This is an optimization exercise on Yosys and OpenROAD, whose aim is small area, not a production implementation. In this exercise RTL edits were held to simulation tests only and were not proved equivalent to the original. Power figures rest on the tool's default switching activity, not on a simulated workload.

[flow/flow/run.sh]
#!/bin/bash
# Standard ORFS layout (the standard.sh) with two changes to how the
# layout is made:
#  - after synthesis, combinational cells that ABC sized up are set back to
#    their smallest size (flow/downsize.py); the resizer sizes up again where
#    slew, capacitance or timing need it
#  - port buffers use the smallest buffer cell (buf_1)
#  - clock tree: clkbuf_8 buffers, small sink clusters, no dummy load cells
# Each step's output goes to its own log in this folder; ORFS's own per-step
# logs stay under orfs/logs/.
set -euo pipefail
RES=orfs/results/${FLOW_PLATFORM}/EF_TCC32_apb/base
LIB=${FLOW_HOME}/platforms/${FLOW_PLATFORM}/lib/sky130_fd_sc_hd__tt_025C_1v80.lib
bash standard.sh "$PWD/$RES/1_2_yosys.v" > flow_synth.log 2>&1
python3 flow/downsize.py "$LIB" "$RES/1_2_yosys.v" > flow_downsize.log 2>&1
bash standard.sh \
  "BUFFER_PORTS_ARGS=-buffer_cell sky130_fd_sc_hd__buf_1" \
  "CTS_ARGS=-sink_clustering_enable -repair_clock_nets -dont_use_dummy_load -buf_list sky130_fd_sc_hd__clkbuf_8 -sink_clustering_size 15 -sink_clustering_max_diameter 50" \
  finish > flow_make.log 2>&1
[flow/flow/downsize.py]
#!/usr/bin/env python3
"""Replace every combinational cell in a Yosys netlist by the smallest-area
cell of the same family (same function and pins, e.g. nor4_2 -> nor4_1).
Flip-flops, buffers and inverters are left as they are. The placer's
repair_design and repair_timing size cells up again where slew, capacitance
or timing need it.  usage: downsize.py LIB NETLIST"""
import re, sys
lib, net = sys.argv[1], sys.argv[2]
area = {}
for c in re.split(r'\n\s*cell\s*\(', open(lib).read())[1:]:
    n = re.match(r'\s*"?(\w+)', c).group(1)
    m = re.search(r'area\s*:\s*([\d.]+)', c)
    if m:
        area[n] = float(m.group(1))
fam = {}
for n, a in area.items():
    m = re.match(r'(sky130_fd_sc_hd__\w+?)_(\d+)$', n)
    if m:
        fam.setdefault(m.group(1), []).append((a, int(m.group(2)), n))
skip = re.compile(r'__(e?s?df|dl|buf|clkbuf|inv|clkinv|bufinv|clkdly|dlygate|dlymetal|conb|tap|fill|decap|lpflow|probe|diode|macro)')
best = {}
for f, v in fam.items():
    if skip.search(f + '_'):
        continue
    v.sort()
    for a, d, n in v:
        best[n] = v[0][2]
s = open(net).read()
cnt = [0]
def rep(m):
    n = m.group(1)
    b = best.get(n, n)
    if b != n:
        cnt[0] += 1
    return b + m.group(2)
s = re.sub(r'\b(sky130_fd_sc_hd__\w+)(\s+\S+\s*\()', rep, s)
open(net, 'w').write(s)
print('downsized', cnt[0], 'cells')
[flow/standard.sh]
#!/bin/bash
# synth_recipe.tcl (not shown) runs the flow's synth.tcl, then flattens the netlist and writes it again
# the make line also repeats each setting of config.mk as NAME=value (left out here)
make -C /OpenROAD-flow-scripts/flow DESIGN_CONFIG=/design/flow/config.mk WORK_HOME=/design/flow/orfs CLKGATE_MAP_FILE= SYNTH_SCRIPT=/design/flow/synth_recipe.tcl "${@:-finish}"
[flow/config.mk]
export PLATFORM = sky130hd
export DESIGN_NAME = EF_TCC32_apb
export DESIGN_NICKNAME = EF_TCC32_apb
export VERILOG_FILES = /design/flow/design.v
export SDC_FILE = /design/flow/constraint.sdc
export NUM_CORES = 4
export LEC_CHECK = 0
export CAP_MARGIN = 20
export CORE_MARGIN = 2
export CORE_UTILIZATION = 40
export SLEW_MARGIN = 20
export SYNTH_HIERARCHICAL = 1
export SYNTH_MINIMUM_KEEP_SIZE = 0
[flow/constraint.sdc]
create_clock -name core_clock -period 10.0 [get_ports {PCLK}]
set_input_delay 2.0000 -clock core_clock [delete_from_list [all_inputs] [get_ports {PCLK}]]
set_output_delay 2.0000 -clock core_clock [all_outputs]
set_load 0.01 [all_outputs]
[flow/design.v]
`timescale          1ns/1ns
`default_nettype    none
module tcc_inv   (input wire a, output wire y); assign y = ~a; endmodule
module tcc_nand2 (input wire a, b, output wire y); assign y = ~(a & b); endmodule
module tcc_nor2  (input wire a, b, output wire y); assign y = ~(a | b); endmodule
module tcc_nor2b (input wire a, bn, output wire y); assign y = ~a & bn; endmodule
module tcc_xor2  (input wire a, b, output wire y); assign y = a ^ b; endmodule
module tcc_xnor2 (input wire a, b, output wire y); assign y = ~(a ^ b); endmodule
module tcc_nor4  (input wire a, b, c, d, output wire y); assign y = ~(a | b | c | d); endmodule
module tcc_nand4 (input wire a, b, c, d, output wire y); assign y = ~(a & b & c & d); endmodule
module tcc_a22o  (input wire a1, a2, b1, b2, output wire y); assign y = (a1 & a2) | (b1 & b2); endmodule
module tcc_eq32 (input wire [31:0] a, input wire [31:0] b, output wire y);
    wire [31:0] d;
    wire [7:0]  g;
    wire [1:0]  h;
    genvar i;
    generate for (i = 0; i < 32; i = i + 1) begin : g_x
        tcc_xor2 u (.a(a[i]), .b(b[i]), .y(d[i]));
    end endgenerate
    generate for (i = 0; i < 8; i = i + 1) begin : g_o
        tcc_nor4 u (.a(d[4*i]), .b(d[4*i+1]), .c(d[4*i+2]), .d(d[4*i+3]), .y(g[i]));
    end endgenerate
    tcc_nand4 u_h0 (.a(g[0]), .b(g[1]), .c(g[2]), .d(g[3]), .y(h[0]));
    tcc_nand4 u_h1 (.a(g[4]), .b(g[5]), .c(g[6]), .d(g[7]), .y(h[1]));
    tcc_nor2  u_y  (.a(h[0]), .b(h[1]), .y(y));
endmodule
module tcc_zero32 (input wire [31:0] a, output wire y);
    wire [7:0]  g;
    wire [1:0]  h;
    genvar i;
    generate for (i = 0; i < 8; i = i + 1) begin : g_o
        tcc_nor4 u (.a(a[4*i]), .b(a[4*i+1]), .c(a[4*i+2]), .d(a[4*i+3]), .y(g[i]));
    end endgenerate
    tcc_nand4 u_h0 (.a(g[0]), .b(g[1]), .c(g[2]), .d(g[3]), .y(h[0]));
    tcc_nand4 u_h1 (.a(g[4]), .b(g[5]), .c(g[6]), .d(g[7]), .y(h[1]));
    tcc_nor2  u_y  (.a(h[0]), .b(h[1]), .y(y));
endmodule
module tcc_tmr_next (
    input  wire        cnt, up, r0, r1,
    input  wire [31:0] q, p,
    output wire [31:0] d
);
    wire [32:0] c;       
    wire [31:0] x;
    assign c[0] = cnt;
    genvar i;
    generate for (i = 0; i < 32; i = i + 1) begin : g_b
        wire y;
        if (i % 2 == 0) begin : g_e
            tcc_xnor2 u_y (.a(q[i]), .b(up),   .y(y));       
            tcc_nand2 u_c (.a(c[i]), .b(y),    .y(c[i+1]));
            tcc_xor2  u_x (.a(q[i]), .b(c[i]), .y(x[i]));
        end else begin : g_o
            tcc_xor2  u_y (.a(q[i]), .b(up),   .y(y));       
            tcc_nor2  u_c (.a(c[i]), .b(y),    .y(c[i+1]));
            tcc_xnor2 u_x (.a(q[i]), .b(c[i]), .y(x[i]));
        end
        tcc_a22o u_d (.a1(r0), .a2(x[i]), .b1(r1), .b2(p[i]), .y(d[i]));
    end endgenerate
endmodule
module tcc_ctr_next (
    input  wire        cnt, nkeep,
    input  wire [31:0] q,
    output wire [31:0] d
);
    wire [32:0] c;       
    wire [31:0] xn;
    assign c[0] = cnt;
    genvar i;
    generate for (i = 0; i < 32; i = i + 1) begin : g_b
        if (i % 2 == 0) begin : g_e
            tcc_nand2 u_c (.a(c[i]), .b(q[i]), .y(c[i+1]));
            tcc_xnor2 u_x (.a(q[i]), .b(c[i]), .y(xn[i]));
        end else begin : g_o
            tcc_nor2b u_c (.a(c[i]), .bn(q[i]), .y(c[i+1]));
            tcc_xor2  u_x (.a(q[i]), .b(c[i]), .y(xn[i]));
        end
        tcc_nor2 u_d (.a(nkeep), .b(xn[i]), .y(d[i]));
    end endgenerate
endmodule
module EF_TCC32 (
    input   wire            clk,
    input   wire            rst_n,
    input   wire            ctr_in,
    input   wire [31:0]     period,
    input   wire [31:0]     ctr_match,
    output  reg  [31:0]     tmr,
    output  reg  [31:0]     cp_count,
    input   wire [ 3:0]     clk_src,
    output  wire            to_flag,
    output  wire            match_flag,
    input   wire            tmr_en,
    input   wire            one_shot,
    input   wire            up,
    input   wire            cp_en,
    input   wire [1:0]      cp_event,
    output  wire            cp_flag,
    input   wire            en
);
    reg ctr_in_sync0, ctr_in_sync1, ctr_in_sync_delayed;
    always @(posedge clk) begin
        ctr_in_sync0        <= ctr_in;
        ctr_in_sync1        <= ctr_in_sync0;
        ctr_in_sync_delayed <= ctr_in_sync1;
    end
    reg [7:0] pre;
    always @(posedge clk)
        if (!rst_n)
            pre <= 8'd0;
        else if (en)
            pre <= pre + 1'd1;
    wire ctr_mode    = (clk_src == 4'd9);
    wire tmr_clk_src = ~clk_src[3] ? pre[clk_src[2:0]] :
                       ctr_mode    ? ctr_in_sync1      : 1'b1;
    reg tmr_clk_src_delayed;
    always @(posedge clk)
        tmr_clk_src_delayed <= tmr_clk_src;
    wire tmr_clk = (clk_src == 4'd8) | (~tmr_clk_src_delayed & tmr_clk_src);
    reg  stop;
    wire eq_period, tmr_zero;
    tcc_eq32   u_eq_period (.a(tmr), .b(period), .y(eq_period));
    tcc_zero32 u_tmr_zero  (.a(tmr), .y(tmr_zero));
    assign to_flag = up ? eq_period : tmr_zero;
    wire        reload = ~tmr_en | to_flag;
    wire [31:0] tmr_d;
    tcc_tmr_next u_tmr_next (
        .cnt(~stop & tmr_clk), .up(up), .r0(~reload), .r1(reload & ~up),
        .q(tmr), .p(period), .d(tmr_d)
    );
    always @(posedge clk)
        tmr <= tmr_d;
    always @(posedge clk)
        if (~tmr_en)
            stop <= 1'b0;
        else if (to_flag & one_shot)
            stop <= 1'b1;
    reg [31:0] cp_ctr;
    reg        cp_counting, cp_counting_delayed;
    wire cp_pos = ~ctr_in_sync_delayed &  ctr_in_sync1;
    wire cp_neg =  ctr_in_sync_delayed & ~ctr_in_sync1;
    always @(posedge clk)
        if (!cp_en)
            cp_counting <= 1'b0;
        else if ((cp_event[0] & cp_pos) | (cp_event[1] & cp_neg))
            cp_counting <= ~cp_counting;
    wire [31:0] cp_ctr_d;
    tcc_ctr_next u_ctr_next (
        .cnt(tmr_clk), .nkeep(~(cp_counting & rst_n)), .q(cp_ctr), .d(cp_ctr_d)
    );
    always @(posedge clk)
        cp_ctr <= cp_ctr_d;
    always @(posedge clk)
        cp_counting_delayed <= cp_counting;
    assign cp_flag = cp_counting_delayed & ~cp_counting;
    always @(posedge clk)
        if (cp_flag | ~rst_n)
            cp_count <= cp_ctr;
    wire eq_match;
    tcc_eq32 u_eq_match (.a(tmr), .b(ctr_match), .y(eq_match));
    reg match, match_delayed;
    always @(posedge clk) begin
        match         <= eq_match & ctr_mode;
        match_delayed <= match;
    end
    assign match_flag = match & ~match_delayed;
endmodule
`timescale			1ns/1ns
`default_nettype	none
module tcc_a22oi  (input wire a1, a2, b1, b2, output wire y); assign y = ~((a1 & a2) | (b1 & b2)); endmodule
module tcc_a222oi (input wire a1, a2, b1, b2, c1, c2, output wire y); assign y = ~((a1 & a2) | (b1 & b2) | (c1 & c2)); endmodule
module tcc_nand3  (input wire a, b, c, output wire y); assign y = ~(a & b & c); endmodule
module tcc_nand4b (input wire a, b, c, d, output wire y); assign y = ~(a & b & c & d); endmodule
module tcc_rd_bit #(parameter K = 1'b0) (
    input wire sel_t, sel_p, sel_c, sel_m, sel_k, nsel_d,
    input wire t, p, c, m, k,
    output wire y
);
    wire n0, n1;
    tcc_a222oi u_0 (.a1(sel_t), .a2(t), .b1(sel_p), .b2(p), .c1(sel_c), .c2(c), .y(n0));
    tcc_a22oi  u_1 (.a1(sel_m), .a2(m), .b1(sel_k), .b2(k), .y(n1));
    generate if (K) begin : g_k
        tcc_nand3 u_y (.a(n0), .b(n1), .c(nsel_d), .y(y));
    end else begin : g_z
        tcc_nand2 u_y (.a(n0), .b(n1), .y(y));
    end endgenerate
endmodule
module tcc_rd_bit_lo (
    input wire sel_t, sel_p, sel_c, sel_m, sel_k, nsel_d, sel_r, sel_i, sel_s,
    input wire t, p, c, m, k, r, i, s,
    output wire y
);
    wire n0, n1, n2;
    tcc_a222oi u_0 (.a1(sel_t), .a2(t), .b1(sel_p), .b2(p), .c1(sel_c), .c2(c), .y(n0));
    tcc_a22oi  u_1 (.a1(sel_m), .a2(m), .b1(sel_k), .b2(k), .y(n1));
    tcc_a222oi u_2 (.a1(sel_r), .a2(r), .b1(sel_i), .b2(i), .c1(sel_s), .c2(s), .y(n2));
    tcc_nand4b u_y (.a(n0), .b(n1), .c(n2), .d(nsel_d), .y(y));
endmodule
module EF_TCC32_apb (
	input	wire 		ext_clk,
	input	wire 		PCLK,
	input	wire 		PRESETn,
	input	wire [31:0]	PADDR,
	input	wire 		PWRITE,
	input	wire 		PSEL,
	input	wire 		PENABLE,
	input	wire [31:0]	PWDATA,
	output	wire [31:0]	PRDATA,
	output	wire 		PREADY,
	output	wire 		irq
);
	localparam[15:0] TIMER_REG_ADDR = 16'h0000;
	localparam[15:0] PERIOD_REG_ADDR = 16'h0004;
	localparam[15:0] COUNTER_REG_ADDR = 16'h0008;
	localparam[15:0] COUNTER_MATCH_REG_ADDR = 16'h000c;
	localparam[15:0] CONTROL_REG_ADDR = 16'h0010;
	localparam[15:0] ICR_REG_ADDR = 16'h0f00;
	localparam[15:0] RIS_REG_ADDR = 16'h0f04;
	localparam[15:0] IM_REG_ADDR = 16'h0f08;
	localparam[15:0] MIS_REG_ADDR = 16'h0f0c;
	localparam[31:0] DEFAULT_READ = 32'hDEADBEEF;
	reg	[31:0]	PERIOD_REG;
	reg	[31:0]	COUNTER_MATCH_REG;
	reg	[31:0]	CONTROL_REG;
	reg	[2:0]	IM_REG;
	reg	[2:0]	RIS_REG;
	reg		irq_pend;
	wire[31:0]	tmr;
	wire[31:0]	cp_count;
	wire		to_flag, cp_flag, match_flag;
	wire[2:0]	flags	= {match_flag, cp_flag, to_flag};
	wire		apb_we	= PWRITE & PSEL & PENABLE;
	wire[15:0]	addr	= PADDR[15:0];
	EF_TCC32 inst_to_wrap (
		.clk(PCLK),
		.rst_n(PRESETn),
		.ctr_in(ext_clk),
		.period(PERIOD_REG),
		.ctr_match(COUNTER_MATCH_REG),
		.tmr(tmr),
		.cp_count(cp_count),
		.clk_src(CONTROL_REG[11:8]),
		.to_flag(to_flag),
		.match_flag(match_flag),
		.tmr_en(CONTROL_REG[1]),
		.one_shot(CONTROL_REG[17]),
		.up(CONTROL_REG[16]),
		.cp_en(CONTROL_REG[3]),
		.cp_event(CONTROL_REG[25:24]),
		.cp_flag(cp_flag),
		.en(CONTROL_REG[0])
	);
	wire[31:0]	wdata	= PWDATA & {32{PRESETn}};
	always @(posedge PCLK) if((apb_we & (addr==PERIOD_REG_ADDR)) | ~PRESETn) PERIOD_REG <= wdata;
	always @(posedge PCLK) if((apb_we & (addr==COUNTER_MATCH_REG_ADDR)) | ~PRESETn) COUNTER_MATCH_REG <= wdata;
	always @(posedge PCLK) if((apb_we & (addr==CONTROL_REG_ADDR)) | ~PRESETn) CONTROL_REG <= wdata;
	always @(posedge PCLK) if((apb_we & (addr==IM_REG_ADDR)) | ~PRESETn) IM_REG <= wdata[2:0];
	wire[2:0]	icr	= (apb_we & (addr==ICR_REG_ADDR)) ? PWDATA[2:0] : 3'd0;
	wire[2:0]	ris_set	= flags | RIS_REG;
	always @(posedge PCLK or negedge PRESETn)
		if(~PRESETn) begin
			RIS_REG  <= 3'd0;
			irq_pend <= 1'b0;
		end else begin
			RIS_REG  <= ris_set & ~icr;
			irq_pend <= |(ris_set & icr & IM_REG);
		end
	wire[2:0]	MIS_REG	= RIS_REG & IM_REG;
	assign irq = (|MIS_REG) | irq_pend;
	wire sel_t = (addr == TIMER_REG_ADDR);
	wire sel_p = (addr == PERIOD_REG_ADDR);
	wire sel_c = (addr == COUNTER_REG_ADDR);
	wire sel_m = (addr == COUNTER_MATCH_REG_ADDR);
	wire sel_k = (addr == CONTROL_REG_ADDR);
	wire sel_i = (addr == ICR_REG_ADDR);
	wire sel_r = (addr == RIS_REG_ADDR);
	wire sel_n = (addr == IM_REG_ADDR);
	wire sel_s = (addr == MIS_REG_ADDR);
	wire nsel_d = sel_t | sel_p | sel_c | sel_m | sel_k | sel_i | sel_r | sel_n | sel_s;
	genvar gi;
	generate for (gi = 0; gi < 32; gi = gi + 1) begin : g_rd
		if (gi < 3) begin : g_lo
			tcc_rd_bit_lo u (
				.sel_t(sel_t), .sel_p(sel_p), .sel_c(sel_c), .sel_m(sel_m), .sel_k(sel_k),
				.nsel_d(nsel_d), .sel_r(sel_r), .sel_i(sel_n), .sel_s(sel_s),
				.t(tmr[gi]), .p(PERIOD_REG[gi]), .c(cp_count[gi]), .m(COUNTER_MATCH_REG[gi]),
				.k(CONTROL_REG[gi]), .r(RIS_REG[gi]), .i(IM_REG[gi]), .s(MIS_REG[gi]),
				.y(PRDATA[gi])
			);
		end else begin : g_hi
			tcc_rd_bit #(.K(DEFAULT_READ[gi])) u (
				.sel_t(sel_t), .sel_p(sel_p), .sel_c(sel_c), .sel_m(sel_m), .sel_k(sel_k),
				.nsel_d(nsel_d),
				.t(tmr[gi]), .p(PERIOD_REG[gi]), .c(cp_count[gi]), .m(COUNTER_MATCH_REG[gi]),
				.k(CONTROL_REG[gi]),
				.y(PRDATA[gi])
			);
		end
	end endgenerate
	assign PREADY = 1'b1;
endmodule
==> results of run 1 <==
## final cells by class
| cell class | instances | area [um^2] |
|---|---|---|
| Clock buffer | 25 | 344 |
| Timing Repair Buffer | 101 | 437 |
| Inverter | 7 | 26.3 |
| Tap cell | 319 | 399 |
| Fill cell | 2218 | 12700 |
| Multi-Input combinational cell | 554 | 3920 |
| Sequential cell | 216 | 5660 |
## metal layers
layer / track usage (%) / vias up / part of all wire [%]
met4: 5.30 / 0 / 1.7
met3: 2.80 / 28 / 5.4
li1: - / 3185 / -
met2: 29.9 / 199 / 46
met1: 26.7 / 3277 / 46
met5: 0 / - / 0
## worst reg2reg max path: cells and delay by family, from the launching register on
family,cells,cell delay [ns]
compound gates,2,0.76
flops,1,0.52
xor+xnor,1,0.17
mux,1,0.17
simple gates,32,5.17
## per-stage QoR
step	worst slack, ns	util [%]	hold WS (ns)	power [W]	instance area, um^2
CTS	3.18	45.9	0.330	0.00178	10800
finish	3.15	45.9	0.327	0.00177	10800
global placement	3.24	44.5	0.310	0.00128	10400
detailed placement	3.18	44.5	0.314	0.00128	10400
floorplan	2.89	-	0.310	0.00122	9590
global route	2.27	45.9	0.333	0.00185	10800
## final timing paths
path	from	end	slack (ns)
worst max-delay path	CONTROL_REG[8]$_DFFE_PP_	inst_to_wrap.cp_ctr[31]$_DFF_P_	3.15
worst min-delay path	inst_to_wrap.ctr_in_sync0$_DFF_P_	inst_to_wrap.ctr_in_sync1$_DFF_P_	0.33
worst max register to register	CONTROL_REG[8]$_DFFE_PP_	inst_to_wrap.cp_ctr[31]$_DFF_P_	3.15
worst min register to register	inst_to_wrap.ctr_in_sync0$_DFF_P_	inst_to_wrap.ctr_in_sync1$_DFF_P_	0.33
max in group asynchronous	PRESETn	irq_pend$_DFF_PN0_	8.07
min in group asynchronous	PRESETn	RIS_REG[2]$_DFF_PN0_	1.58
## sequential cells by signal, indices dropped and copies added (netlist names), 3 cells and up
signal                 flops
inst_to_wrap.pre           8
PERIOD_REG                32
RIS_REG                    3
inst_to_wrap.cp_ctr       32
inst_to_wrap.cp_count     32
IM_REG                     3
COUNTER_MATCH_REG         32
inst_to_wrap.tmr          32
CONTROL_REG               32
## power by group through the flow
stage / registers [W] / clock network (W) / logic (W)
floorplan: 0.00109 / 0 / 0.000128
global placement: 0.00110 / 0 / 0.000179
detailed placement: 0.00110 / 0 / 0.000180
CTS: 0.00108 / 0.000517 / 0.000181
global route: 0.00109 / 0.000552 / 0.000200
finish: 0.00108 / 0.000502 / 0.000181
==> summary.md, run 1 <==
| Metric | Value |
|---|---|
| Status | `no timing/DRC/antenna violations` |
| Fin crit period | `6.85 ns` |
| CP Capture Type | `register` |
| Switching power of the nets | `0.000449 W` |
| Largest net degree at the start of global routing | `44` |
| Finished Layout Cells | `1222` |
| IO Pins | `104` |
| Slew at the pin closest to its max-slew limit | `1.08 ns` |
| Total CTS buffers | `25` |
| Global-route wire length before repair | `37.3 mm` |
| CP Launch Type | `register` |
| Clk slew on worst S/H paths | `0.08 ns` |
| # Post-CTS Setup Buffers | `0` |
| CP Max Fanout | `7` |
| Routed Antenna Nets | `0` |
| Vias in the first global route | `6701` |
| Root Buffer | `clkbuf_8` |
| Slew headroom | `27.6%` |
| Detailed Place HPWL | `14.9 mm` |
| Die Width | `159 um` |
| Initial DRC Count | `678` |
| Ys Warns | `8` |
| DP Cell Count | `1197` |
| Routability cong. | `0.784` |
| Final WL | `23.9 mm` |
| Area growth from synthesis to layout | `12.5%` |
| CTS tree | `yes` |
| Wire per inst | `19.6 um` |
| CP max stage cell | `edfxtp_1` |
| RSZ-0062 raised after global routing | `false` |
| Worst min path class | `reg -> reg` |
| Initial antenna violation count | `0` |
| Max-cap viol count | `0` |
| ANT cells | `0` |
| Synthesized area | `0.00959 mm^2` |
| Crit path depth | `36` |
| H-Tree Depth | `1` |
| CORE AREA | `0.0235 mm^2` |
| Drt drc | `0` |
| Hold violation count in the final report | `0` |
| Die height | `159 um` |
| Syn_nets | `855` |
| Largest stage delay, worst path | `0.52 ns` |
| Most frequent cells in the layout | `edfxtp_1 (131), xor2_1 (114), buf_1 (85)` |
| Post_cts resized | `0` |
| Worst Hold Depth | `0` |
| Pwr dens | `164 mW/mm^2` |
| Fin nets | `976` |
| Total grt overflow | `0` |
| Setup TNS | `0 ns` |
| Worst r2r path cells | `36` |
| Worst path arrival time | `7.28 ns` |
| Internal | `0.00132 W` |
| Logic gate share of total power | `10.2%` |
| FP Rows | `56` |
| TritonCTS Sinks | `216` |
| Max VDD drop | `0.0000853 V` |
| Total GRT Usage | `18.8%` |
| # port buffers | `86` |
| Top delay family on crit path | `simple AND/OR/NAND/NOR gates` |
| DR pass1 iterations | `7` |
| Clk pwr share | `28.4%` |
| Vias per std cell | `5.47` |
| Switching Share | `25.4%` |
| Synth Instances | `784` |
| Layout cells sized above 1 | `5.76%` |
| Worst-skew pair later-pin latency | `0.57 ns` |
| Commonest non-fill, non-tap cell in the layout | `edfxtp_1` |
| Buf/Inv on CP | `0` |
| WP data required | `10.43 ns` |
| Avg Cell Area, Syn | `12.2 um^2` |
| Routed vias | `6689` |
| Final setup violation count | `0` |
| Leakage | `3.59 nW` |
| Sequential power share | `61.4%` |
| Clock buffer depth | `3` |
| Hold Buf Count CTS | `0` |
| Max Slew Vio Count | `0` |
| Period utilisation layout | `68.5%` |
| Final Skew | `0.0871 ns` |
| Starting Density | `40.8%` |
| DIE AREA | `0.0252 mm^2` |
| Critical path class | `reg -> reg` |
| Most common cell on crit path | `nand2_1` |
| Fmax | `146 MHz` |
==> run 2, diff against run 1 <==
--- a/flow/flow/run.sh
+++ b/flow/flow/run.sh
@@ -15,5 +15,5 @@
 python3 flow/downsize.py "$LIB" "$RES/1_2_yosys.v" > flow_downsize.log 2>&1
 bash standard.sh \
   "BUFFER_PORTS_ARGS=-buffer_cell sky130_fd_sc_hd__buf_1" \
-  "CTS_ARGS=-sink_clustering_enable -repair_clock_nets -dont_use_dummy_load -buf_list sky130_fd_sc_hd__clkbuf_8 -sink_clustering_size 15 -sink_clustering_max_diameter 50" \
+  "CTS_ARGS=-sink_clustering_enable -repair_clock_nets -dont_use_dummy_load -buf_list sky130_fd_sc_hd__clkbuf_8 -sink_clustering_size 18 -sink_clustering_max_diameter 50" \
   finish > flow_make.log 2>&1
--- a/flow/config.mk
+++ b/flow/config.mk
@@ -7,7 +7,7 @@
 export LEC_CHECK = 0
 export CAP_MARGIN = 20
 export CORE_MARGIN = 2
-export CORE_UTILIZATION = 40
+export CORE_UTILIZATION = 60
 export SLEW_MARGIN = 20
 export SYNTH_HIERARCHICAL = 1
 export SYNTH_MINIMUM_KEEP_SIZE = 0
==> run 2 against run 1 <==
Routed wire length fell by 1.6%. Clock-buffer cell count fell by 3. Register-to-register slack got worse by 0.19 ns. Via count rose by 2.2%. Highest routed layer unchanged. Design area fell by 1.5%.
==> summary.md, run 2 <==
| Metric | Value |
|---|---|
| CP Launch Type | `register (unchanged)` |
| Placed inst area | `0.0103 mm^2 (was 0.0104 mm^2)` |
| Initial DRC Count | `580 (was 678)` |
| Wire per inst | `21.1 um (was 19.6 um)` |
| Initial antenna violation count | `0 (unchanged)` |
| Most common cell on crit path | `nand2_1 (unchanged)` |
| Drt drc | `0 (unchanged)` |
| Synthesized area | `0.00959 mm^2 (unchanged)` |
| CP Max Fanout | `7 (unchanged)` |
| Most frequent cells in the layout | `edfxtp_1 (131), xor2_1 (114), buf_1 (85) (unchanged)` |
| Finished Layout Cells | `1116 (was 1222)` |
| WP data required | `10.42 ns (was 10.43 ns)` |
| DP Worst Slack | `2.94 ns (was 3.18 ns)` |
| Switching Share | `25.7% (was 25.4%)` |
| H-Tree Depth | `1 (unchanged)` |
| Worst path arrival time | `7.46 ns (was 7.28 ns)` |
| Total grt overflow | `0 (unchanged)` |
| Area growth from synthesis to layout | `10.8% (was 12.5%)` |
| Final setup violation count | `0 (unchanged)` |
| Syn_nets | `855 (unchanged)` |
| Synth Instances | `784 (unchanged)` |
| Setup ws final | `2.96 ns (was 3.15 ns)` |
| Slew headroom | `26.1% (was 27.6%)` |
| Layout cells sized above 1 | `5.44% (was 5.76%)` |
| Die Width | `130 um (was 159 um)` |
| Max Slew Vio Count | `0 (unchanged)` |
| CORE AREA | `0.0158 mm^2 (was 0.0235 mm^2)` |
| Fin nets | `973 (was 976)` |
| Buf/Inv on CP | `0 (unchanged)` |
| Worst-skew pair later-pin latency | `0.55 ns (was 0.57 ns)` |
| Largest stage delay, worst path | `0.54 ns (was 0.52 ns)` |
| RSZ-0062 raised after global routing | `false (unchanged)` |
| CP Capture Type | `register (unchanged)` |
| Max VDD drop | `0.000112 V (was 0.0000853 V)` |
| DIE AREA | `0.0170 mm^2 (was 0.0252 mm^2)` |
| Vias in the first global route | `6876 (was 6701)` |
| Final Skew | `0.0636 ns (was 0.0871 ns)` |
| Clock buffer depth | `3 (unchanged)` |
| Period utilisation layout | `70.4% (was 68.5%)` |
| Hold Buf Count CTS | `0 (unchanged)` |
| ANT cells | `0 (unchanged)` |
| Vias per std cell | `6.13 (was 5.47)` |
| Logic gate share of total power | `10.5% (was 10.2%)` |
| Switching power of the nets | `0.000448 W (was 0.000449 W)` |
| IO Pins | `104 (unchanged)` |
| Clk slew on worst S/H paths | `0.09 ns (was 0.08 ns)` |
| FP Rows | `46 (was 56)` |
| Post-route cell area | `0.0106 mm^2 (was 0.0108 mm^2)` |
| Top delay family on crit path | `simple AND/OR/NAND/NOR gates (unchanged)` |
| Status | `no timing/DRC/antenna violations (unchanged)` |
| Ys Warns | `8 (unchanged)` |
| Avg Cell Area, Syn | `12.2 um^2 (unchanged)` |
| Fin crit period | `7.04 ns (was 6.85 ns)` |
| Setup TNS | `0 ns (unchanged)` |
| DP Cell Count | `1094 (was 1197)` |
| Routed vias | `6838 (was 6689)` |
| Die height | `130 um (was 159 um)` |
| Final WL | `23.6 mm (was 23.9 mm)` |
| Hold violation count in the final report | `0 (unchanged)` |
| Routability cong. | `0.847 (was 0.784)` |
| Post_cts resized | `0 (unchanged)` |
| Clk pwr share | `27.2% (was 28.4%)` |
| Starting Density | `60.8% (was 40.8%)` |
| DR pass1 iterations | `8 (was 7)` |
| Detailed Place HPWL | `15.0 mm (was 14.9 mm)` |
| Routed Antenna Nets | `0 (unchanged)` |
| Commonest non-fill, non-tap cell in the layout | `edfxtp_1 (unchanged)` |
| Leakage | `3.57 nW (was 3.59 nW)` |
| Fmax | `142 MHz (was 146 MHz)` |
| # port buffers | `86 (unchanged)` |
| # Post-CTS Setup Buffers | `0 (unchanged)` |
| Critical path class | `reg -> reg (unchanged)` |
| Root Buffer | `clkbuf_8 (unchanged)` |
| Total GRT Usage | `27.8% (was 18.8%)` |
| Largest net degree at the start of global routing | `44 (unchanged)` |
| Pwr dens | `164 mW/mm^2 (about the same)` |
| Sequential power share | `62.3% (was 61.4%)` |
| Total CTS buffers | `22 (was 25)` |
| Slew at the pin closest to its max-slew limit | `1.10 ns (was 1.08 ns)` |
| Worst min path class | `reg -> reg (unchanged)` |
| Max-cap viol count | `0 (unchanged)` |
| Internal | `0.00129 W (was 0.00132 W)` |
| Global-route wire length before repair | `36.3 mm (was 37.3 mm)` |
| CTS tree | `yes (unchanged)` |
| TritonCTS Sinks | `216 (unchanged)` |
| CP max stage cell | `edfxtp_1 (unchanged)` |
## run 2: path summary, 6_finish.rpt
check | startpoint | end | slack (ns) | cells after the start
max in group asynchronous | PRESETn | RIS_REG[2]$_DFF_PN0_ | 8.11 | 2
worst min-delay path | inst_to_wrap.ctr_in_sync0$_DFF_P_ | inst_to_wrap.ctr_in_sync1$_DFF_P_ | 0.33 | 0
worst max register to register | CONTROL_REG[8]$_DFFE_PP_ | inst_to_wrap.cp_ctr[31]$_DFF_P_ | 2.96 | 36
worst max-delay path | CONTROL_REG[8]$_DFFE_PP_ | inst_to_wrap.cp_ctr[31]$_DFF_P_ | 2.96 | 36
worst min register to register | inst_to_wrap.ctr_in_sync0$_DFF_P_ | inst_to_wrap.ctr_in_sync1$_DFF_P_ | 0.33 | 0
min in group asynchronous | PRESETn | RIS_REG[1]$_DFF_PN0_ | 1.53 | 2
## run 2: area by class of cell
class / instances / area [um^2]
well taps: 216 / 270
inverters: 7 / 26.3
flip-flops and latches: 216 / 5660
repair buffers: 101 / 437
multi-input cells: 554 / 3930
clock buffers: 22 / 303
fillers: 1279 / 5150
## run 2: layer usage
layer  GRT usage, %  routed length, um  vias to the layer above
li1               -                  -                     3187
met1           35.9               9930                     3354
met2           49.1              11800                      247
met3           3.66               1150                       50
met4           9.01                668                        0
met5              0                  0                        -
## run 2: power groups by stage
stage               registers [W]  clock network [W]  logic [W]
floorplan                 0.00109                  0   0.000128
global placement          0.00110                  0   0.000175
detailed placement        0.00110                  0   0.000181
CTS                       0.00108           0.000483   0.000182
global route              0.00109           0.000512   0.000200
finish                    0.00108           0.000473   0.000183
## run 2: through the flow
| step | utilization (%) | hold WS [ns] | total power [W] |
|---|---|---|---|
| 3_3_place_gp | 65.4 | 0.312 | 0.00128 |
| 6_report | 67.4 | 0.332 | 0.00174 |
| 3_5_place_dp | 65.4 | 0.326 | 0.00128 |
| 5_1_grt | 67.4 | 0.348 | 0.00181 |
| 2_1_floorplan | - | 0.310 | 0.00122 |
| 4_1_cts | 67.4 | 0.342 | 0.00175 |
==> run 3, diff against run 2 <==
--- a/flow/flow/run.sh
+++ b/flow/flow/run.sh
@@ -15,5 +15,5 @@
 python3 flow/downsize.py "$LIB" "$RES/1_2_yosys.v" > flow_downsize.log 2>&1
 bash standard.sh \
   "BUFFER_PORTS_ARGS=-buffer_cell sky130_fd_sc_hd__buf_1" \
-  "CTS_ARGS=-sink_clustering_enable -repair_clock_nets -dont_use_dummy_load -buf_list sky130_fd_sc_hd__clkbuf_8 -sink_clustering_size 18 -sink_clustering_max_diameter 50" \
+  "CTS_ARGS=-sink_clustering_enable -repair_clock_nets -dont_use_dummy_load -buf_list sky130_fd_sc_hd__clkbuf_8 -sink_clustering_size 20 -sink_clustering_max_diameter 60" \
   finish > flow_make.log 2>&1
==> flow/config.mk (replaced) <==
export PLATFORM = sky130hd
export DESIGN_NAME = EF_TCC32_apb
export DESIGN_NICKNAME = EF_TCC32_apb
export VERILOG_FILES = /design/flow/design.v
export SDC_FILE = /design/flow/constraint.sdc
export NUM_CORES = 4
export LEC_CHECK = 0
export CAP_MARGIN = 10
export CORE_MARGIN = 2
export CORE_UTILIZATION = 40
export SLEW_MARGIN = 10
export SYNTH_HIERARCHICAL = 1
export SYNTH_MINIMUM_KEEP_SIZE = 0
==> run 3 against run 2 <==
Still clean on timing, DRC and antenna. Global-route usage fell by 9.2 points. Clock power fell by 7.0%. Via count fell by 2.7%. Combinational power barely moved. Clock skew rose by 0.019 ns. Maximum frequency rose by 2.2%. Utilization fell by 22 points. Sequential share of layout area fell by 0.37 points. Critical path depth did not move. Non-clock buffer count did not move. Sequential power barely moved. Critical path type unchanged. Critical endpoint unchanged.
==> summary.md, run 3 <==
| Metric | Value |
|---|---|
| DR pass1 iterations | `5 (was 8)` |
| Vias per std cell | `5.47 (was 6.13)` |
| RR Endpoint | `inst_to_wrap.cp_ctr[31]$_DFF_P_ (unchanged)` |
| IO Pins | `104 (unchanged)` |
| Synthesized area | `0.00959 mm^2 (unchanged)` |
| Routability cong. | `0.784 (was 0.847)` |
| Final WL | `23.7 mm (was 23.6 mm)` |
| Ys Warns | `8 (unchanged)` |
| TritonCTS Sinks | `216 (unchanged)` |
| Critical path class | `reg -> reg (unchanged)` |
| Starting Density | `40.8% (was 60.8%)` |
| FP Rows | `56 (was 46)` |
| Total grt overflow | `0 (unchanged)` |
| Max Slew Vio Count | `0 (unchanged)` |
| Die height | `159 um (was 130 um)` |
| Avg Cell Area, Syn | `12.2 um^2 (unchanged)` |
| CP max stage cell | `edfxtp_1 (unchanged)` |
| Setup TNS | `0 ns (unchanged)` |
| Fin crit period | `6.89 ns (was 7.04 ns)` |
| Pwr dens | `159 mW/mm^2 (was 164 mW/mm^2)` |
| Period utilisation layout | `68.9% (was 70.4%)` |
| Most common cell on crit path | `nand2_1 (unchanged)` |
| Hold violation count in the final report | `0 (unchanged)` |
| Largest net degree at the start of global routing | `44 (unchanged)` |
| Post-route cell area | `0.0107 mm^2 (was 0.0106 mm^2)` |
| Fmax | `145 MHz (was 142 MHz)` |
| CP Capture Type | `register (unchanged)` |
| Setup ws final | `3.11 ns (was 2.96 ns)` |
| Total GRT Usage | `18.7% (was 27.8%)` |
| Worst r2r src | `CONTROL_REG[8]$_DFFE_PP_ (unchanged)` |
| Clock buffer depth | `3 (unchanged)` |
| Placed inst area | `0.0104 mm^2 (was 0.0103 mm^2)` |
| DP Worst Slack | `3.18 ns (was 2.94 ns)` |
| Area growth from synthesis to layout | `11.6% (was 10.8%)` |
| WP data required | `10.39 ns (was 10.42 ns)` |
| Worst Hold Depth | `0 (unchanged)` |
| DP Cell Count | `1197 (was 1094)` |
| Commonest non-fill, non-tap cell in the layout | `edfxtp_1 (unchanged)` |
| Syn_nets | `855 (unchanged)` |
| # Post-CTS Setup Buffers | `0 (unchanged)` |
| Synth Instances | `784 (unchanged)` |
| Drt drc | `0 (unchanged)` |
| Total CTS buffers | `19 (was 22)` |
| Vias in the first global route | `6629 (was 6876)` |
| WHS Endpoint | `inst_to_wrap.ctr_in_sync1$_DFF_P_ (unchanged)` |
| Global-route wire length before repair | `37.2 mm (was 36.3 mm)` |
| Worst r2r path cells | `36 (unchanged)` |
| Register-to-register setup slack | `3.11 ns (was 2.96 ns)` |
| RSZ-0062 raised after global routing | `false (unchanged)` |
| CP Launch Type | `register (unchanged)` |
| Die Width | `159 um (was 130 um)` |
| Status | `no timing/DRC/antenna violations (unchanged)` |
| Final Skew | `0.0821 ns (was 0.0636 ns)` |
| DIE AREA | `0.0252 mm^2 (was 0.0170 mm^2)` |
| Hold Buf Count CTS | `0 (unchanged)` |
| Final setup violation count | `0 (unchanged)` |
| Worst path arrival time | `7.28 ns (was 7.46 ns)` |
| Largest stage delay, worst path | `0.54 ns (about the same)` |
| Slew headroom | `26.7% (was 26.1%)` |
| Post_cts resized | `0 (unchanged)` |
| Layout cells sized above 1 | `5.13% (was 5.44%)` |
| CTS tree | `yes (unchanged)` |
| Hold Startpoint | `inst_to_wrap.ctr_in_sync0$_DFF_P_ (unchanged)` |
| ANT cells | `0 (unchanged)` |
| Initial DRC Count | `720 (was 580)` |
| Top delay family on crit path | `simple AND/OR/NAND/NOR gates (unchanged)` |
| Wire per inst | `19.5 um (was 21.1 um)` |
| Leakage | `3.55 nW (was 3.57 nW)` |
| Finished Layout Cells | `1216 (was 1116)` |
| Most frequent cells in the layout | `edfxtp_1 (131), xor2_1 (114), buf_1 (85) (unchanged)` |
| CP Max Fanout | `7 (unchanged)` |
| Routed Antenna Nets | `0 (unchanged)` |
| CORE AREA | `0.0235 mm^2 (was 0.0158 mm^2)` |
| Initial antenna violation count | `0 (unchanged)` |
| Fin nets | `970 (was 973)` |
| # port buffers | `86 (unchanged)` |
| Detailed Place HPWL | `14.9 mm (was 15.0 mm)` |
| Slew at the pin closest to its max-slew limit | `1.10 ns (about the same)` |
| Root Buffer | `clkbuf_8 (unchanged)` |
| Clk slew on worst S/H paths | `0.12 ns (was 0.09 ns)` |
| Worst min path class | `reg -> reg (unchanged)` |
| H-Tree Depth | `1 (unchanged)` |
| Routed vias | `6651 (was 6838)` |
| Buf/Inv on CP | `0 (unchanged)` |
| Max-cap viol count | `0 (unchanged)` |
| Max VDD drop | `0.0000706 V (was 0.000112 V)` |
| Worst-skew pair later-pin latency | `0.55 ns (about the same)` |
-- run 3: worst max-delay path by stage --
stage | end | start | slack (ns) | depth (start not counted)
after CTS | inst_to_wrap.cp_ctr[31]$_DFF_P_ | CONTROL_REG[8]$_DFFE_PP_ | 3.13 | 36
final | inst_to_wrap.cp_ctr[31]$_DFF_P_ | CONTROL_REG[8]$_DFFE_PP_ | 3.11 | 36
after detailed placement | inst_to_wrap.cp_ctr[31]$_DFF_P_ | CONTROL_REG[8]$_DFFE_PP_ | 3.18 | 36
after floorplan | PRDATA[0] | PADDR[8] | 2.89 | 5
after global placement | inst_to_wrap.cp_ctr[31]$_DFF_P_ | CONTROL_REG[8]$_DFFE_PP_ | 3.24 | 36
after global routing | inst_to_wrap.cp_ctr[31]$_DFF_P_ | CONTROL_REG[8]$_DFFE_PP_ | 2.19 | 36
-- run 3: cell type report --
class	count	area (um^2)
fill	2235	12800
sequential	216	5660
multi-input combinational	554	3920
timing repair buffer	101	437
tap	319	399
clock buffer	19	262
inverter	7	26.3
-- run 3: metrics by stage --
step	util, %	hold slack (ns)	power, W
after global placement	44.5	0.310	0.00128
after CTS	45.6	0.330	0.00172
after detailed placement	44.5	0.314	0.00128
after global routing	45.6	0.320	0.00178
final	45.6	0.331	0.00170
after floorplan	-	0.310	0.00122
-- run 3: report_power, final --
part	total, W	internal (W)	switching, W
clock network	0.000440	0.000171	0.000269
logic	0.000180	0.0000832	0.0000971
registers	0.00108	0.00101	0.0000710
total	0.00170	0.00127	0.000437
-- run 3: layer usage --
layer  part of all wire (%)  GRT usage [%]  up-vias  wire [um]
met5                      0              0        -          0
met4                    1.9           5.21        0        446
met3                    5.6           2.32       30       1320
met2                     46           29.9      210      11000
met1                     46           26.7     3242      10900
li1                       -              -     3169          -
==> run 4, diff against run 3 <==
--- a/flow/flow/run.sh
+++ b/flow/flow/run.sh
@@ -5,7 +5,7 @@
 #    their smallest size (flow/downsize.py); the resizer sizes up again where
 #    slew, capacitance or timing need it
 #  - port buffers use the smallest buffer cell (buf_1)
-#  - clock tree: clkbuf_8 buffers, small sink clusters, no dummy load cells
+#  - clock tree: clkbuf_4 buffers, small sink clusters, no dummy load cells
 # Each step's output goes to its own log in this folder; ORFS's own per-step
 # logs stay under orfs/logs/.
 set -euo pipefail
@@ -15,5 +15,5 @@
 python3 flow/downsize.py "$LIB" "$RES/1_2_yosys.v" > flow_downsize.log 2>&1
 bash standard.sh \
   "BUFFER_PORTS_ARGS=-buffer_cell sky130_fd_sc_hd__buf_1" \
-  "CTS_ARGS=-sink_clustering_enable -repair_clock_nets -dont_use_dummy_load -buf_list sky130_fd_sc_hd__clkbuf_8 -sink_clustering_size 20 -sink_clustering_max_diameter 60" \
+  "CTS_ARGS=-sink_clustering_enable -repair_clock_nets -dont_use_dummy_load -buf_list sky130_fd_sc_hd__clkbuf_4 -sink_clustering_size 10 -sink_clustering_max_diameter 40" \
   finish > flow_make.log 2>&1
--- a/flow/config.mk
+++ b/flow/config.mk
@@ -5,9 +5,10 @@
 export SDC_FILE = /design/flow/constraint.sdc
 export NUM_CORES = 4
 export LEC_CHECK = 0
-export CAP_MARGIN = 10
+export CAP_MARGIN = 20
 export CORE_MARGIN = 2
 export CORE_UTILIZATION = 40
-export SLEW_MARGIN = 10
+export GPL_TIMING_DRIVEN = 0
+export SLEW_MARGIN = 20
 export SYNTH_HIERARCHICAL = 1
 export SYNTH_MINIMUM_KEEP_SIZE = 0
==> run 4 against run 3 <==
Still clean. First-iteration DRC count is 21% lower. Clock power barely moved. Clock skew down 0.015 ns. Design area grew 3.1%. Global-route usage increased by 0.54 points. Area after synthesis stayed put. Critical path type unchanged.
==> summary.md, run 4 <==
| Metric | Value |
|---|---|
| Status | `no timing/DRC/antenna violations (unchanged)` |
| Area growth from synthesis to layout | `15.1% (was 11.6%)` |
| Commonest non-fill, non-tap cell in the layout | `edfxtp_1 (unchanged)` |
| Most frequent cells in the layout | `edfxtp_1 (131), xor2_1 (114), buf_1 (86) (was edfxtp_1 (131), xor2_1 (114), buf_1 (85))` |
| WP data required | `10.48 ns (was 10.39 ns)` |
| Total GRT Usage | `19.2% (was 18.7%)` |
| Vias per std cell | `5.38 (was 5.47)` |
| Routed vias | `6806 (was 6651)` |
| TritonCTS Sinks | `216 (unchanged)` |
| Largest stage delay, worst path | `0.50 ns (was 0.54 ns)` |
| Worst path arrival time | `7.39 ns (was 7.28 ns)` |
| Synth Instances | `784 (unchanged)` |
| Die height | `159 um (unchanged)` |
| Initial DRC Count | `572 (was 720)` |
| Clock buffer depth | `3 (unchanged)` |
| Post_cts resized | `0 (unchanged)` |
| Die Width | `159 um (unchanged)` |
| Crit path to | `inst_to_wrap.cp_ctr[31]$_DFF_P_ (unchanged)` |
| Post-route cell area | `0.0110 mm^2 (was 0.0107 mm^2)` |
| Avg Cell Area, Syn | `12.2 um^2 (unchanged)` |
| CP Capture Type | `register (unchanged)` |
| Slew at the pin closest to its max-slew limit | `0.895 ns (was 1.10 ns)` |
| Total CTS buffers | `34 (was 19)` |
| CTS tree | `yes (unchanged)` |
| Placed inst area | `0.0108 mm^2 (was 0.0104 mm^2)` |
| H-Tree Depth | `2 (was 1)` |
| Root Buffer | `clkbuf_4 (was clkbuf_8)` |
| Final WL | `24.2 mm (was 23.7 mm)` |
| DIE AREA | `0.0252 mm^2 (unchanged)` |
| Ys Warns | `8 (unchanged)` |
| DR pass1 iterations | `5 (unchanged)` |
| Register-to-register setup slack | `3.08 ns (was 3.11 ns)` |
| GR Util met2 | `31.0% (was 29.9%)` |
| FP Rows | `56 (unchanged)` |
| Starting Density | `40.8% (unchanged)` |
| Syn_nets | `855 (unchanged)` |
| CP Max Fanout | `6 (was 7)` |
| FILL cells | `2193 (was 2235)` |
| Layout cells sized above 1 | `9.74% (was 5.13%)` |
| Wire per inst | `19.1 um (was 19.5 um)` |
| Detailed Place HPWL | `17.7 mm (was 14.9 mm)` |
| Clk slew on worst S/H paths | `0.09 ns (was 0.12 ns)` |
| Global-route wire length before repair | `38.1 mm (was 37.2 mm)` |
| Pwr dens | `156 mW/mm^2 (was 159 mW/mm^2)` |
| Final setup violation count | `0 (unchanged)` |
| Setup ws final | `3.08 ns (was 3.11 ns)` |
| Drt drc | `0 (unchanged)` |
| Worst r2r path cells | `37 (was 36)` |
| CORE AREA | `0.0235 mm^2 (unchanged)` |
| Gr busiest metal | `met2 (unchanged)` |
| Worst min path class | `reg -> reg (unchanged)` |
| DP Worst Slack | `3.16 ns (was 3.18 ns)` |
| CP max stage cell | `o32ai_1 (was edfxtp_1)` |
| Largest net degree at the start of global routing | `33 (was 44)` |
| Total grt overflow | `0 (unchanged)` |
| Max Slew Vio Count | `0 (unchanged)` |
| Final Skew | `0.0670 ns (was 0.0821 ns)` |
| # port buffers | `86 (unchanged)` |
| Critical path class | `reg -> reg (unchanged)` |
| Design Power | `0.00172 W (was 0.00170 W)` |
| Slew headroom | `40.3% (was 26.7%)` |
| Fin nets | `1018 (was 970)` |
| Hold violation count in the final report | `0 (unchanged)` |
| # Post-CTS Setup Buffers | `0 (unchanged)` |
| Critical Path Source | `CONTROL_REG[8]$_DFFE_PP_ (unchanged)` |
| Hold Buf Count CTS | `0 (unchanged)` |
| Routability cong. | `0.794 (was 0.784)` |
| IO Pins | `104 (unchanged)` |
| CP Launch Type | `register (unchanged)` |
| Synthesized area | `0.00959 mm^2 (unchanged)` |
| Fmax | `145 MHz (about the same)` |
| Most common cell on crit path | `nand2_1 (unchanged)` |
| RSZ-0062 raised after global routing | `false (unchanged)` |
| Vias in the first global route | `7008 (was 6629)` |
| Initial antenna violation count | `1 (was 0)` |
| Util after Layout | `47.0% (was 45.6%)` |
| Max VDD drop | `0.0000644 V (was 0.0000706 V)` |
| Met1 Resource Use GR | `26.2% (was 26.7%)` |
| Period utilisation layout | `69.2% (was 68.9%)` |
| Leakage | `3.74 nW (was 3.55 nW)` |
| Worst r2r src | `CONTROL_REG[8]$_DFFE_PP_ (unchanged)` |
| Routed Antenna Nets | `0 (unchanged)` |
| Fin crit period | `6.92 ns (was 6.89 ns)` |
| Worst-skew pair later-pin latency | `0.62 ns (was 0.55 ns)` |
| Multi-input gate area | `0.00394 mm^2 (was 0.00392 mm^2)` |
| Max-cap viol count | `0 (unchanged)` |
| RR Endpoint | `inst_to_wrap.cp_ctr[31]$_DFF_P_ (unchanged)` |
| Grt met3 use | `3.66% (was 2.32%)` |
| FF/Latch Area | `0.00566 mm^2 (unchanged)` |
[run 4: cell type report]
type	instances	share of cell area (%)
Buffer	7	0.363
Multi-Input combinational cell	554	35.7
Clock buffer	34	2.31
Timing Repair Buffer	127	6.44
Sequential cell	216	51.3
Tap cell	319	3.62
Inverter	7	0.238
Antenna cell	1	0.0227
[run 4: how the worst min path moves through the flow]
stage                                 startpoint                                  to  slack, ns  depth (start not counted)
3_3_place_gp   inst_to_wrap.ctr_in_sync0$_DFF_P_   inst_to_wrap.ctr_in_sync1$_DFF_P_       0.31                          0
3_5_place_dp   inst_to_wrap.ctr_in_sync0$_DFF_P_   inst_to_wrap.ctr_in_sync1$_DFF_P_       0.32                          0
5_1_grt               inst_to_wrap.match$_DFF_P_  inst_to_wrap.match_delayed$_DFF_P_       0.33                          0
6_report              inst_to_wrap.match$_DFF_P_  inst_to_wrap.match_delayed$_DFF_P_       0.32                          0
2_1_floorplan  inst_to_wrap.ctr_in_sync0$_DFF_P_   inst_to_wrap.ctr_in_sync1$_DFF_P_       0.31                          0
4_1_cts               inst_to_wrap.match$_DFF_P_  inst_to_wrap.match_delayed$_DFF_P_       0.33                          0
[run 4: power by group]
group	internal [W]	switching (W)	total (W)
Clock	0.000157	0.000284	0.000441
Sequential	0.00101	0.0000698	0.00108
Combinational	0.0000925	0.000103	0.000195
Total	0.00126	0.000456	0.00172
[run 4: stage by stage]
step | std cells | hold WS, ns | setup TNS, ns
2_1_floorplan | 784 | 0.310 | 0
3_3_place_gp | 1189 | 0.310 | -0.470
3_5_place_dp | 1230 | 0.318 | 0
4_1_cts | 1264 | 0.327 | 0
5_1_grt | 1265 | 0.331 | 0
6_report | 1265 | 0.325 | 0
[run 4: worst max-delay path: cells and delay by family, from the launching register on]
family | cells | cell delay [ns]
compound gates | 2 | 0.87
buf+inv | 1 | 0.16
flops | 1 | 0.43
xor+xnor | 1 | 0.15
mux | 1 | 0.11
simple gates | 32 | 5.12
[run 4: per-layer routing]
layer  wire, um  part of all wire, %  vias up
met5          0                    0        -
met1      11000                   45     3270
met4        503                  2.1        0
met3       1380                  5.7       36
li1           -                    -     3293
met2      11300                   47      207
==> run 5, diff against run 4 <==
--- a/flow/config.mk
+++ b/flow/config.mk
@@ -8,7 +8,6 @@
 export CAP_MARGIN = 20
 export CORE_MARGIN = 2
 export CORE_UTILIZATION = 40
-export GPL_TIMING_DRIVEN = 0
 export SLEW_MARGIN = 20
 export SYNTH_HIERARCHICAL = 1
 export SYNTH_MINIMUM_KEEP_SIZE = 0
==> run 5 against run 4 <==
Flip-flop and latch count stayed put. Sequential share of layout area is 1.7 points higher. Worst hold slack worse by 0.0037 ns. Die area stayed put. Via count is 1.2% lower. Critical endpoint unchanged. Largest power group unchanged.
==> summary.md, run 5 <==
| Metric | Value |
|---|---|
| Worst r2r src | `CONTROL_REG[8]$_DFFE_PP_ (unchanged)` |
| Most frequent cells in the layout | `edfxtp_1 (131), xor2_1 (114), buf_1 (85) (was edfxtp_1 (131), xor2_1 (114), buf_1 (86))` |
| Vias per std cell | `5.47 (was 5.38)` |
| Routability cong. | `0.784 (was 0.794)` |
| Setup TNS | `0 ns (unchanged)` |
| Hold Buf Count CTS | `0 (unchanged)` |
| Max-cap viol count | `0 (unchanged)` |
| Clk slew on worst S/H paths | `0.10 ns (was 0.09 ns)` |
| Vias in the first global route | `6712 (was 7008)` |
| Most common cell on crit path | `nand2_1 (unchanged)` |
| Worst path arrival time | `7.42 ns (was 7.39 ns)` |
| Buf/Inv on CP | `0 (was 1)` |
| Post_cts resized | `0 (unchanged)` |
| Fmax | `146 MHz (was 145 MHz)` |
| Leakage | `3.55 nW (was 3.74 nW)` |
| Clock buffer depth | `3 (unchanged)` |
| # Post-CTS Setup Buffers | `0 (unchanged)` |
| RSZ-0062 raised after global routing | `false (unchanged)` |
| Top delay family on crit path | `simple AND/OR/NAND/NOR gates (unchanged)` |
| Syn_nets | `855 (unchanged)` |
| Total grt overflow | `0 (unchanged)` |
| CP Launch Type | `register (unchanged)` |
| Register-to-register setup slack | `3.14 ns (was 3.08 ns)` |
| RR Endpoint | `inst_to_wrap.cp_ctr[31]$_DFF_P_ (unchanged)` |
| Worst r2r path cells | `36 (was 37)` |
| Root Buffer | `clkbuf_4 (unchanged)` |
| Final setup violation count | `0 (unchanged)` |
| Avg Cell Area, Syn | `12.2 um^2 (unchanged)` |
| Wire per inst | `19.4 um (was 19.1 um)` |
| Worst Hold Depth | `0 (unchanged)` |
| Die Width | `159 um (unchanged)` |
| CTS tree | `yes (unchanged)` |
| Critical path class | `reg -> reg (unchanged)` |
| FP Rows | `56 (unchanged)` |
| Total CTS buffers | `31 (was 34)` |
| TritonCTS Sinks | `216 (unchanged)` |
| Initial antenna violation count | `1 (unchanged)` |
| FILL cells | `2252 (was 2193)` |
| Slew headroom | `27.0% (was 40.3%)` |
| Total GRT Usage | `18.7% (was 19.2%)` |
| Pwr dens | `157 mW/mm^2 (was 156 mW/mm^2)` |
| WP data required | `10.55 ns (was 10.48 ns)` |
| Worst min path class | `reg -> reg (unchanged)` |
| Period utilisation layout | `68.6% (was 69.2%)` |
| Synthesized area | `0.00959 mm^2 (unchanged)` |
| CP Capture Type | `register (unchanged)` |
| CORE AREA | `0.0235 mm^2 (unchanged)` |
| Worst-skew pair later-pin latency | `0.70 ns (was 0.62 ns)` |
| Area growth from synthesis to layout | `11.4% (was 15.1%)` |
| Hold violation count in the final report | `0 (unchanged)` |
| Status | `no timing/DRC/antenna violations (unchanged)` |
| Final Skew | `0.0999 ns (was 0.0670 ns)` |
| Largest stage delay, worst path | `0.54 ns (was 0.50 ns)` |
| Routed Antenna Nets | `0 (unchanged)` |
| DIE AREA | `0.0252 mm^2 (unchanged)` |
| Synth Instances | `784 (unchanged)` |
| Routed vias | `6724 (was 6806)` |
| Final WL | `23.8 mm (was 24.2 mm)` |
| Commonest non-fill, non-tap cell in the layout | `edfxtp_1 (unchanged)` |
| H-Tree Depth | `1 (was 2)` |
| Max Slew Vio Count | `0 (unchanged)` |
| WHS Endpoint | `inst_to_wrap.match_delayed$_DFF_P_ (unchanged)` |
| CP max stage cell | `edfxtp_1 (was o32ai_1)` |
| CP Max Fanout | `7 (was 6)` |
| # port buffers | `86 (unchanged)` |
| Hold Startpoint | `inst_to_wrap.match$_DFF_P_ (unchanged)` |
| Starting Density | `40.8% (unchanged)` |
| Slew at the pin closest to its max-slew limit | `1.09 ns (was 0.895 ns)` |
| Max VDD drop | `0.0000640 V (was 0.0000644 V)` |
| Fin nets | `982 (was 1018)` |
| Die height | `159 um (unchanged)` |
| Ys Warns | `8 (unchanged)` |
| IO Pins | `104 (unchanged)` |
| Fin crit period | `6.86 ns (was 6.92 ns)` |
| Detailed Place HPWL | `14.9 mm (was 17.7 mm)` |
| Largest net degree at the start of global routing | `44 (was 33)` |
| Global-route wire length before repair | `37.3 mm (was 38.1 mm)` |
| DR pass1 iterations | `6 (was 5)` |
| Layout cells sized above 1 | `6.38% (was 9.74%)` |
| Drt drc | `0 (unchanged)` |
| Design Power | `0.00168 W (was 0.00172 W)` |
| Initial DRC Count | `626 (was 572)` |
-- run 5: layout make-up --
cell class              instances  area (um^2)  share of cell area [%]
flip-flops and latches        216         5660                    53.0
multi-input cells             554         3920                    36.7
repair buffers                101          437                    4.09
well taps                     319          399                    3.74
clock buffers                  31          233                    2.18
inverters                       7         26.3                   0.246
diodes                          2         5.00                  0.0469
-- run 5: per-stage QoR --
| stage | hold WS [ns] | util (%) | instance area (um^2) | std cells | worst slack, ns |
|---|---|---|---|---|---|
| finish | 0.321 | 45.5 | 10700 | 1230 | 3.14 |
| global route | 0.320 | 45.5 | 10700 | 1229 | 2.22 |
| CTS | 0.326 | 45.5 | 10700 | 1228 | 3.12 |
| detailed placement | 0.314 | 44.5 | 10400 | 1197 | 3.18 |
| global placement | 0.310 | 44.5 | 10400 | 1197 | 3.24 |
| floorplan | 0.310 | - | 9590 | 784 | 2.89 |
-- run 5: per-layer routing --
layer  track usage (%)  routed length [um]  vias up
met4              5.42                 423        0
met5                 0                   0        -
met3              2.66                1310       27
li1                  -                   -     3212
met1              26.6               11100     3282
met2              29.9               11000      203
-- run 5: where the power goes --
group / internal (W) / switching, W
Clock: 0.000141 / 0.000273
Sequential: 0.00101 / 0.0000709
Combinational: 0.0000832 / 0.0000977
Total: 0.00124 / 0.000441
-- run 5: worst max path at each step --
stage,startpoint,slack (ns),depth (start not counted),end
3_3_place_gp,CONTROL_REG[8]$_DFFE_PP_,3.24,36,inst_to_wrap.cp_ctr[31]$_DFF_P_
5_1_grt,CONTROL_REG[8]$_DFFE_PP_,2.22,36,inst_to_wrap.cp_ctr[31]$_DFF_P_
6_report,CONTROL_REG[8]$_DFFE_PP_,3.14,36,inst_to_wrap.cp_ctr[31]$_DFF_P_
4_1_cts,CONTROL_REG[8]$_DFFE_PP_,3.12,36,inst_to_wrap.cp_ctr[31]$_DFF_P_
2_1_floorplan,PADDR[8],2.89,5,PRDATA[0]
3_5_place_dp,CONTROL_REG[8]$_DFFE_PP_,3.18,36,inst_to_wrap.cp_ctr[31]$_DFF_P_

==> port drivers added, routing unchanged <==
In the flow no input, the clock included, has a driving cell. The finished layouts below were timed again as built, in two steps.
Step 1 assumes that a clkbuf_16 drives the clock port and a buf_2 every other input.
Step 2 moves the port delays by t, midway between the first and last clock arrival at a register: inputs arrive t later, outputs are due t later. That takes back most of the time a late clock gives input paths.
Slacks: ideal / step 1 / step 2; pairs: ideal / step 1.
run	t (ns)	setup WS [ns]	worst register clock-pin slew, ns	cell pins on the clock port's net
run 1	0.568	3.149 / 3.149 / 3.149	0.09 / 0.09	1
run 2	0.557	2.961 / 2.961 / 2.961	0.11 / 0.11	1
run 3	0.545	3.115 / 3.115 / 3.115	0.12 / 0.12	1
run 4	0.623	3.082 / 3.082 / 3.082	0.11 / 0.11	1
run 5	0.688	3.136 / 3.136 / 3.136	0.10 / 0.10	1
After both steps setup and hold are still met in every run listed.
